What follows belongs to an exercise in optimizing a design on an open flow for small area and a short achievable clock period; a production flow would make more cautious choices.
Power and IR drop assume default switching activity.

==> run M: inputs <==
==> flow/design.v <==
module Decoder (
    input  [1:0] SEL,
    output [3:0] HSEL
    );
    assign HSEL = 4'b0001 << SEL;
endmodule
module Multiplexor (
    input      [1:0]   SEL,
    input              READY,
    input      [3:0]   HRESP_ALL,
    input      [127:0] G1_ALL,
    input      [127:0] G0_ALL,
    output             HRESP,
    output     [31:0]  data_out
    );
    assign HRESP = HRESP_ALL[SEL];
    wire [31:0] d1 = G1_ALL[32*SEL +: 32];
    wire [31:0] d0 = G0_ALL[32*SEL +: 32];
    assign data_out = READY ? d1 : d0;
endmodule
module master (
    input             HCLK,
    input             HRESETn,
    input             enable,
    input      [31:0] addr,
    input      [31:0] w_data,
    input      [1:0]  htrans,
    input      [2:0]  hsize,
    input             hwrite,
    input      [2:0]  hburst,
    input             HREADY,
    input             HRESP,
    output            m_idle,
    output            m_write,
    output            m_read,
    output            mr_next,
    output            mw_next,
    output     [31:0] HADDR,
    output     [1:0]  HTRANS,
    output     [31:0] WDATA,      
    input      [31:0] data_out,
    output reg [31:0] data_out_q
    );
    reg        st_w, st_r;    
    reg [10:0] bc, wc;
    reg        bflag, wflag;
    reg [10:0] temp_lo;
    reg        t_hz, t_ho;
    reg [31:0] wd_c, wd_d;
    assign m_idle  = ~st_w & ~st_r;
    assign m_write = st_w;
    assign m_read  = st_r;
    wire [31:0] cnt_addr = {21'b0, hburst[0] ? bc : wc};
    assign HADDR  = m_idle ? 32'd0 : (hburst == 3'd0) ? addr : cnt_addr;
    assign HTRANS = m_idle ? 2'd0 : htrans;
    wire [2:0]  HSIZE  = m_idle ? 3'd0 : hsize;
    wire [31:0] HWDATA = m_idle ? 32'd0 : (HREADY ? wd_d : wd_c);
    assign WDATA = (HSIZE == 3'd0) ? {24'b0, HWDATA[7:0]} :
                   (HSIZE == 3'd1) ? {16'b0, HWDATA[15:0]} : HWDATA;
    wire hold_st = ~m_idle & ~HREADY;
    wire nw = enable & (hold_st ? st_w : (~HRESP & hwrite));
    wire nr = enable & (hold_st ? st_r : (~HRESP & ~hwrite));
    assign mr_next = nr;
    assign mw_next = nw;
    always @(posedge HCLK or negedge HRESETn) begin
        if (!HRESETn) begin
            st_w <= 1'b0;
            st_r <= 1'b0;
        end else begin
            st_w <= nw;
            st_r <= nr;
        end
    end
    always @(posedge HCLK or negedge HRESETn) begin
        if (!HRESETn) data_out_q <= 32'd0;
        else          data_out_q <= data_out;
    end
    always @(posedge HCLK or negedge HRESETn) begin
        if (!HRESETn) begin
            wd_c <= 32'd0;
            wd_d <= 32'd0;
        end else if (HREADY) begin
            wd_c <= w_data;
            wd_d <= wd_c;
        end
    end
    reg [5:0] lim_k;
    always @(*) begin
        case (hburst)
            3'd3:    lim_k = 6'd12;
            3'd5:    lim_k = 6'd28;
            default: lim_k = 6'd60;
        endcase
    end
    wire [11:0] lim_sum = {1'b0, temp_lo} + {6'b0, lim_k};
    wire        lim_hz  = (t_hz & ~lim_sum[11]) | (t_ho & lim_sum[11]);
    wire        bc_lt   = ~lim_hz | (bc < lim_sum[10:0]);
    wire [10:0] bc_inc = bc + 11'd4;
    always @(posedge HCLK or negedge HRESETn) begin
        if (!HRESETn) begin
            bc      <= 11'd0;
            bflag   <= 1'b0;
            temp_lo <= 11'd0;
            t_hz    <= 1'b1;
            t_ho    <= 1'b0;
        end else if (HREADY) begin
            if (htrans == 2'd2) begin
                bc      <= addr[10:0];
                temp_lo <= addr[10:0];
                t_hz    <= (addr[31:11] == 21'd0);
                t_ho    <= (&addr[31:11]);
            end else if (htrans == 2'd3) begin
                if (hburst[0]) begin
                    if (bflag)
                        bflag <= 1'b0;
                    else if (hburst == 3'd1 || bc_lt)
                        bc <= bc_inc;
                end
            end else if (htrans == 2'd1) begin
                if (!bflag) begin
                    bc    <= bc_inc;
                    bflag <= 1'b1;
                end
            end
        end else if (htrans == 2'd1) begin
            if (!bflag) begin
                bc    <= bc_inc;
                bflag <= 1'b1;
            end
        end
    end
    reg [10:0] wmask;
    reg        wvalid;
    always @(*) begin
        case (hburst)
            3'd2:    begin wmask = 11'h7F0; wvalid = 1'b1; end
            3'd4:    begin wmask = 11'h7E0; wvalid = 1'b1; end
            3'd6:    begin wmask = 11'h7C0; wvalid = 1'b1; end
            default: begin wmask = 11'h000; wvalid = 1'b0; end
        endcase
    end
    wire [10:0] wrapv  = temp_lo & wmask;
    wire [10:0] wlimit = wrapv + (~wmask - 11'd3);
    wire        wcond  = wvalid & t_hz & (wc >= wlimit);
    wire [10:0] wc_inc = wc + 11'd4;
    always @(posedge HCLK or negedge HRESETn) begin
        if (!HRESETn) begin
            wc    <= 11'd0;
            wflag <= 1'b0;
        end else if (HREADY) begin
            if (htrans == 2'd2) begin
                wc <= addr[10:0];
            end else if (htrans == 2'd3) begin
                if (wflag)
                    wflag <= 1'b0;
                else
                    wc <= wcond ? wrapv : wc_inc;
            end else if (htrans == 2'd1) begin
                if (!wflag) begin
                    wc    <= wc_inc;
                    wflag <= 1'b1;
                end
            end
        end else if (!wflag) begin
            wc    <= wc_inc;
            wflag <= 1'b1;
        end
    end
endmodule
module slave #(parameter [1:0] SLAVE = 2'd0) (
    input             HCLK,
    input             HRESETn,
    input             HREADY,
    input             HWRITE,
    input      [1:0]  HTRANS,
    input             HSELx,
    input      [31:0] WDATA,
    input      [3:0]  idx,         
    input             lt16,        
    input             gt16,        
    input      [15:0] wsel,        
    input      [15:0] sel_next,    
    input      [3:0]  idx_next,    
    input             gt16_next,   
    input             mr_next,     
    input             mw_next,     
    input      [31:0] doq,         
    output reg        HRESP,
    output reg [31:0] HRDATA,
    output     [31:0] G1,
    output     [31:0] G0
    );
    localparam IDLE = 3'd0, WRITE = 3'd1, READ = 3'd2, BUSY = 3'd3, ERROR = 3'd4;
    reg [2:0]  state, next_state;
    reg        busy_flag;
    reg        resp_q;
    reg [31:0] rdata_q;
    reg [31:0] buf2;
    reg [15:0] written;
    reg [511:0] mem;
    wire we = (state == WRITE) & lt16;
    genvar g;
    generate
        for (g = 0; g < 16; g = g + 1) begin : word
            always @(posedge HCLK) begin
                if (we & wsel[g])
                    mem[32*g +: 32] <= WDATA;
            end
        end
    endgenerate
    wire [15:0] written_next = written | ({16{we}} & wsel);
    always @(posedge HCLK or negedge HRESETn) begin
        if (!HRESETn) written <= 16'd0;
        else          written <= written_next;
    end
    wire [15:0] rsel   = sel_next & written;
    wire        rconst = |(sel_next & ~written);
    wire        bypass = we & |(sel_next & wsel);
    reg  [31:0] mem_rd;
    integer i;
    always @(*) begin
        mem_rd = rconst ? {20'b0, SLAVE, 6'b0, idx_next} : 32'd0;
        for (i = 0; i < 16; i = i + 1)
            mem_rd = mem_rd | ({32{rsel[i]}} & mem[32*i +: 32]);
        if (bypass)
            mem_rd = WDATA;
    end
    reg [31:0] buf1;
    always @(posedge HCLK or negedge HRESETn) begin
        if (!HRESETn) begin
            buf1 <= 32'd0;
            buf2 <= 32'd0;
        end else if (HREADY) begin
            buf1 <= mem_rd;
            buf2 <= buf1;
        end
    end
    always @(*) begin
        case (state)
            IDLE:
                next_state = !HREADY ? IDLE : HWRITE ? WRITE : READ;
            WRITE, READ:
                if (HREADY) begin
                    if (gt16)
                        next_state = ERROR;
                    else if (HTRANS == 2'd1)
                        next_state = BUSY;
                    else if (HTRANS[1])
                        next_state = !HSELx ? IDLE : HWRITE ? WRITE : READ;
                    else
                        next_state = IDLE;
                end else begin
                    next_state = (HTRANS == 2'd0) ? IDLE : state;
                end
            BUSY:
                if (HTRANS == 2'd1)
                    next_state = BUSY;
                else if (HTRANS[1])
                    next_state = !(HREADY & HSELx) ? BUSY : HWRITE ? WRITE : READ;
                else
                    next_state = IDLE;
            default:
                next_state = IDLE;
        endcase
    end
    always @(posedge HCLK or negedge HRESETn) begin
        if (!HRESETn) begin
            state     <= IDLE;
            busy_flag <= 1'b0;
            resp_q    <= 1'b0;
            rdata_q   <= 32'd0;
        end else begin
            state     <= next_state;
            busy_flag <= (state == BUSY);
            resp_q    <= HRESP;
            rdata_q   <= HRDATA;
        end
    end
    wire n_idle = (next_state == IDLE) || (next_state > ERROR);
    wire n_b1   = (next_state == READ) & ~gt16_next & (state != BUSY);
    wire n_b2   = (next_state == BUSY) & (state != BUSY);
    reg  e_b1, e_b2, e_q, e_w;
    always @(posedge HCLK or negedge HRESETn) begin
        if (!HRESETn) begin
            e_b1 <= 1'b0;
            e_b2 <= 1'b0;
            e_q  <= 1'b0;
            e_w  <= 1'b0;
        end else begin
            e_w  <= mw_next;
            e_b1 <= mr_next & n_b1;
            e_b2 <= mr_next & n_b2;
            e_q  <= mr_next & ~n_idle & ~n_b1 & ~n_b2;
        end
    end
    assign G1 = ({32{e_b1}} & buf1) | ({32{e_b2}} & buf2) |
                ({32{e_q}} & rdata_q) | ({32{e_w}} & doq);
    assign G0 = ({32{e_b1 | e_b2}} & buf2) |
                ({32{e_q}} & rdata_q) | ({32{e_w}} & doq);
    always @(*) begin
        case (state)
            IDLE: begin
                HRESP  = 1'b0;
                HRDATA = 32'd0;
            end
            WRITE: begin
                HRESP  = gt16;
                HRDATA = rdata_q;
            end
            READ: begin
                if (gt16) begin
                    HRESP  = 1'b1;
                    HRDATA = rdata_q;
                end else if (busy_flag) begin
                    HRESP  = resp_q;
                    HRDATA = rdata_q;
                end else if (HREADY) begin
                    HRESP  = 1'b0;
                    HRDATA = buf1;
                end else begin
                    HRESP  = resp_q;
                    HRDATA = buf2;
                end
            end
            BUSY: begin
                HRESP  = resp_q;
                HRDATA = busy_flag ? rdata_q : buf2;
            end
            ERROR: begin
                HRESP  = 1'b1;
                HRDATA = rdata_q;
            end
            default: begin
                HRESP  = 1'b0;
                HRDATA = 32'd0;
            end
        endcase
    end
endmodule
module Top (
    input         enable,
    input  [31:0] addr,
    input  [31:0] w_data,
    input  [1:0]  htrans,
    input  [2:0]  hsize,
    input         hwrite,
    input  [2:0]  hburst,
    input         Master_ready,
    input         Slave_ready,
    input         HCLK,
    input         HRESETn,
    input  [1:0]  hselx,
    output [31:0] data_out
    );
    wire        m_idle, m_write, m_read, mr_next, mw_next;
    wire [31:0] HADDR;
    wire [1:0]  HTRANS;
    wire [31:0] WDATA;
    wire [31:0] data_out_q;
    wire        HRESP;
    wire [3:0]  HSEL;
    wire [127:0] hrdata_all, g1_all, g0_all;
    wire [3:0]  hresp_all;
    master Master (
        .HCLK(HCLK), .HRESETn(HRESETn),
        .enable(enable), .addr(addr), .w_data(w_data), .htrans(htrans),
        .hsize(hsize), .hwrite(hwrite), .hburst(hburst),
        .HREADY(Master_ready), .HRESP(HRESP),
        .m_idle(m_idle), .m_write(m_write), .m_read(m_read), .mr_next(mr_next), .mw_next(mw_next),
        .HADDR(HADDR), .HTRANS(HTRANS), .WDATA(WDATA),
        .data_out(data_out), .data_out_q(data_out_q)
    );
    reg  [3:0] idx;
    reg        lt16, gt16;
    wire       lt16_n = (HADDR[31:6] == 26'd0);
    wire       eq16_n = (HADDR[31:2] == 30'd16);
    wire [15:0] sel_next = lt16_n ? (16'd1 << HADDR[5:2]) : 16'd0;
    wire [15:0] wsel     = lt16   ? (16'd1 << idx) : 16'd0;
    always @(posedge HCLK or negedge HRESETn) begin
        if (!HRESETn) begin
            idx  <= 4'd0;
            lt16 <= 1'b1;
            gt16 <= 1'b0;
        end else begin
            if (Slave_ready) begin
                idx  <= HADDR[5:2];
                lt16 <= lt16_n;
                gt16 <= ~lt16_n & ~eq16_n;
            end
        end
    end
    Decoder Decode (.SEL(hselx), .HSEL(HSEL));
    genvar s;
    generate
        for (s = 0; s < 4; s = s + 1) begin : sl
            slave #(.SLAVE(s)) Slave (
                .HCLK(HCLK), .HRESETn(HRESETn),
                .HREADY(Slave_ready), .HWRITE(hwrite), .HTRANS(HTRANS),
                .HSELx(HSEL[s]), .WDATA(WDATA),
                .idx(idx), .lt16(lt16), .gt16(gt16), .wsel(wsel),
                .sel_next(sel_next), .idx_next(HADDR[5:2]),
                .gt16_next(Slave_ready ? (~lt16_n & ~eq16_n) : gt16),
                .mr_next(mr_next), .mw_next(mw_next), .doq(data_out_q),
                .G1(g1_all[32*s +: 32]), .G0(g0_all[32*s +: 32]),
                .HRESP(hresp_all[s]), .HRDATA(hrdata_all[32*s +: 32])
            );
        end
    endgenerate
    Multiplexor Mux (
        .SEL(hselx), .READY(Slave_ready), .HRESP_ALL(hresp_all),
        .G1_ALL(g1_all), .G0_ALL(g0_all),
        .HRESP(HRESP), .data_out(data_out)
    );
endmodule
==> flow/run.sh <==
#!/bin/bash
# synth_recipe.tcl (not shown) runs the flow's synth.tcl, then flattens the netlist and writes it again
# the make line also repeats each setting of config.mk as NAME=value (left out here)
make -C /OpenROAD-flow-scripts/flow DESIGN_CONFIG=/design/flow/config.mk WORK_HOME=/design/flow/orfs CLKGATE_MAP_FILE= SYNTH_SCRIPT=/design/flow/synth_recipe.tcl finish
==> flow/config.mk <==
export PLATFORM = sky130hd
export DESIGN_NAME = Top
export DESIGN_NICKNAME = Top
export VERILOG_FILES = /design/flow/design.v
export SDC_FILE = /design/flow/constraint.sdc
export NUM_CORES = 4
export LEC_CHECK = 0
export CAP_MARGIN = 20
export CORE_MARGIN = 2
export CORE_UTILIZATION = 45
export CTS_CLUSTER_DIAMETER = 60
export CTS_CLUSTER_SIZE = 24
export PLACE_DENSITY = 0.6
export SETUP_SLACK_MARGIN = 3.5
export SLEW_MARGIN = 20
==> flow/constraint.sdc <==
create_clock -name core_clock -period 8.0 [get_ports {HCLK}]
set_input_delay 1.6000 -clock core_clock [delete_from_list [all_inputs] [get_ports {HCLK}]]
set_output_delay 1.6000 -clock core_clock [all_outputs]
set_load 0.01 [all_outputs]
==> run H (differences from run M) <==
--- a/flow/design.v
+++ b/flow/design.v
@@ -35,5 +35,4 @@
     output            m_read,
     output            mr_next,
-    output            mw_next,
     output     [31:0] HADDR,
     output     [1:0]  HTRANS,
@@ -42,5 +41,6 @@
     output reg [31:0] data_out_q
     );
-    reg        st_w, st_r;    
+    localparam IDLE = 2'd0, WRITE = 2'd1, READ = 2'd2;
+    reg [1:0]  state;
     reg [10:0] bc, wc;
     reg        bflag, wflag;
@@ -48,7 +48,7 @@
     reg        t_hz, t_ho;
     reg [31:0] wd_c, wd_d;
-    assign m_idle  = ~st_w & ~st_r;
-    assign m_write = st_w;
-    assign m_read  = st_r;
+    assign m_idle  = (state == IDLE) || (state == 2'd3);
+    assign m_write = (state == WRITE);
+    assign m_read  = (state == READ);
     wire [31:0] cnt_addr = {21'b0, hburst[0] ? bc : wc};
     assign HADDR  = m_idle ? 32'd0 : (hburst == 3'd0) ? addr : cnt_addr;
@@ -58,17 +58,20 @@
     assign WDATA = (HSIZE == 3'd0) ? {24'b0, HWDATA[7:0]} :
                    (HSIZE == 3'd1) ? {16'b0, HWDATA[15:0]} : HWDATA;
-    wire hold_st = ~m_idle & ~HREADY;
-    wire nw = enable & (hold_st ? st_w : (~HRESP & hwrite));
-    wire nr = enable & (hold_st ? st_r : (~HRESP & ~hwrite));
-    assign mr_next = nr;
-    assign mw_next = nw;
+    reg [1:0] next_state;
+    assign mr_next = (next_state == READ);
+    always @(*) begin
+        case (state)
+            IDLE:
+                next_state = !enable ? IDLE : HRESP ? IDLE : hwrite ? WRITE : READ;
+            WRITE, READ:
+                next_state = !enable ? IDLE : !HREADY ? state :
+                             HRESP ? IDLE : hwrite ? WRITE : READ;
+            default:
+                next_state = IDLE;
+        endcase
+    end
     always @(posedge HCLK or negedge HRESETn) begin
-        if (!HRESETn) begin
-            st_w <= 1'b0;
-            st_r <= 1'b0;
-        end else begin
-            st_w <= nw;
-            st_r <= nr;
-        end
+        if (!HRESETn) state <= IDLE;
+        else          state <= next_state;
     end
     always @(posedge HCLK or negedge HRESETn) begin
@@ -184,5 +187,5 @@
     input             gt16_next,   
     input             mr_next,     
-    input             mw_next,     
+    input             mw,          
     input      [31:0] doq,         
     output reg        HRESP,
@@ -280,5 +283,5 @@
     wire n_b1   = (next_state == READ) & ~gt16_next & (state != BUSY);
     wire n_b2   = (next_state == BUSY) & (state != BUSY);
-    reg  e_b1, e_b2, e_q, e_w;
+    reg  e_b1, e_b2, e_q;
     always @(posedge HCLK or negedge HRESETn) begin
         if (!HRESETn) begin
@@ -286,7 +289,5 @@
             e_b2 <= 1'b0;
             e_q  <= 1'b0;
-            e_w  <= 1'b0;
         end else begin
-            e_w  <= mw_next;
             e_b1 <= mr_next & n_b1;
             e_b2 <= mr_next & n_b2;
@@ -295,7 +296,7 @@
     end
     assign G1 = ({32{e_b1}} & buf1) | ({32{e_b2}} & buf2) |
-                ({32{e_q}} & rdata_q) | ({32{e_w}} & doq);
+                ({32{e_q}} & rdata_q) | ({32{mw}} & doq);
     assign G0 = ({32{e_b1 | e_b2}} & buf2) |
-                ({32{e_q}} & rdata_q) | ({32{e_w}} & doq);
+                ({32{e_q}} & rdata_q) | ({32{mw}} & doq);
     always @(*) begin
         case (state)
@@ -353,5 +354,5 @@
     output [31:0] data_out
     );
-    wire        m_idle, m_write, m_read, mr_next, mw_next;
+    wire        m_idle, m_write, m_read, mr_next;
     wire [31:0] HADDR;
     wire [1:0]  HTRANS;
@@ -367,5 +368,5 @@
         .hsize(hsize), .hwrite(hwrite), .hburst(hburst),
         .HREADY(Master_ready), .HRESP(HRESP),
-        .m_idle(m_idle), .m_write(m_write), .m_read(m_read), .mr_next(mr_next), .mw_next(mw_next),
+        .m_idle(m_idle), .m_write(m_write), .m_read(m_read), .mr_next(mr_next),
         .HADDR(HADDR), .HTRANS(HTRANS), .WDATA(WDATA),
         .data_out(data_out), .data_out_q(data_out_q)
@@ -401,5 +402,5 @@
                 .sel_next(sel_next), .idx_next(HADDR[5:2]),
                 .gt16_next(Slave_ready ? (~lt16_n & ~eq16_n) : gt16),
-                .mr_next(mr_next), .mw_next(mw_next), .doq(data_out_q),
+                .mr_next(mr_next), .mw(m_write), .doq(data_out_q),
                 .G1(g1_all[32*s +: 32]), .G0(g0_all[32*s +: 32]),
                 .HRESP(hresp_all[s]), .HRDATA(hrdata_all[32*s +: 32])
- SYNTH_HIERARCHICAL: not set -> 1
==> comparison <==
Global-route usage: run M is lower than run H (2.3 points). Against run H, the fmax of run M is lower by 6.5%. Of run H and run M, run H has the higher core utilization (gap 0.90 points). Flip-flop and latch count is the same in run M and run H. Against run H, the register-to-register slack of run M is higher by 0.11 ns. Of run H and run M, run H has the higher power (gap about 15%, measured against run M). Of run H and run M, run H has the higher cell area (gap about 6.6%, measured against run M). Clock skew: run M is higher than run H (0.014 ns). Non-clock buffer count: run H is higher than run M (67).
Function was not checked in any run of this note: the RTL went through the layout flow alone.

[separate check: timing with driven ports]
The results above use ideal ports. As a check the final layouts listed here were re-extracted and re-timed, cells and wires unchanged. Step 1, drivers: a clkbuf_16 drives HCLK and a buf_2 each remaining input, both assumed. Step 2 also shifts input and output timing later by t, the mid clock arrival at the registers, as if the neighbouring blocks saw the same clock. a / b / c = no drivers / after step 1 / after step 2; a / b = the first two.
run	t (ns)	slack for setup (ns)	latest minus earliest clock arrival (ns)	slew at the worst register clock pin (ns)
run M	0.980	2.548 / 2.029 / 2.029	0.061 / 0.062	0.10 / 0.10
run H	0.980	2.900 / 2.810 / 2.485	0.049 / 0.049	0.10 / 0.10
After both steps every run listed still meets setup and hold. For run M, which loses most, drivers alone change the setup slack by -0.519 ns; drivers and shift together by -0.519 ns.
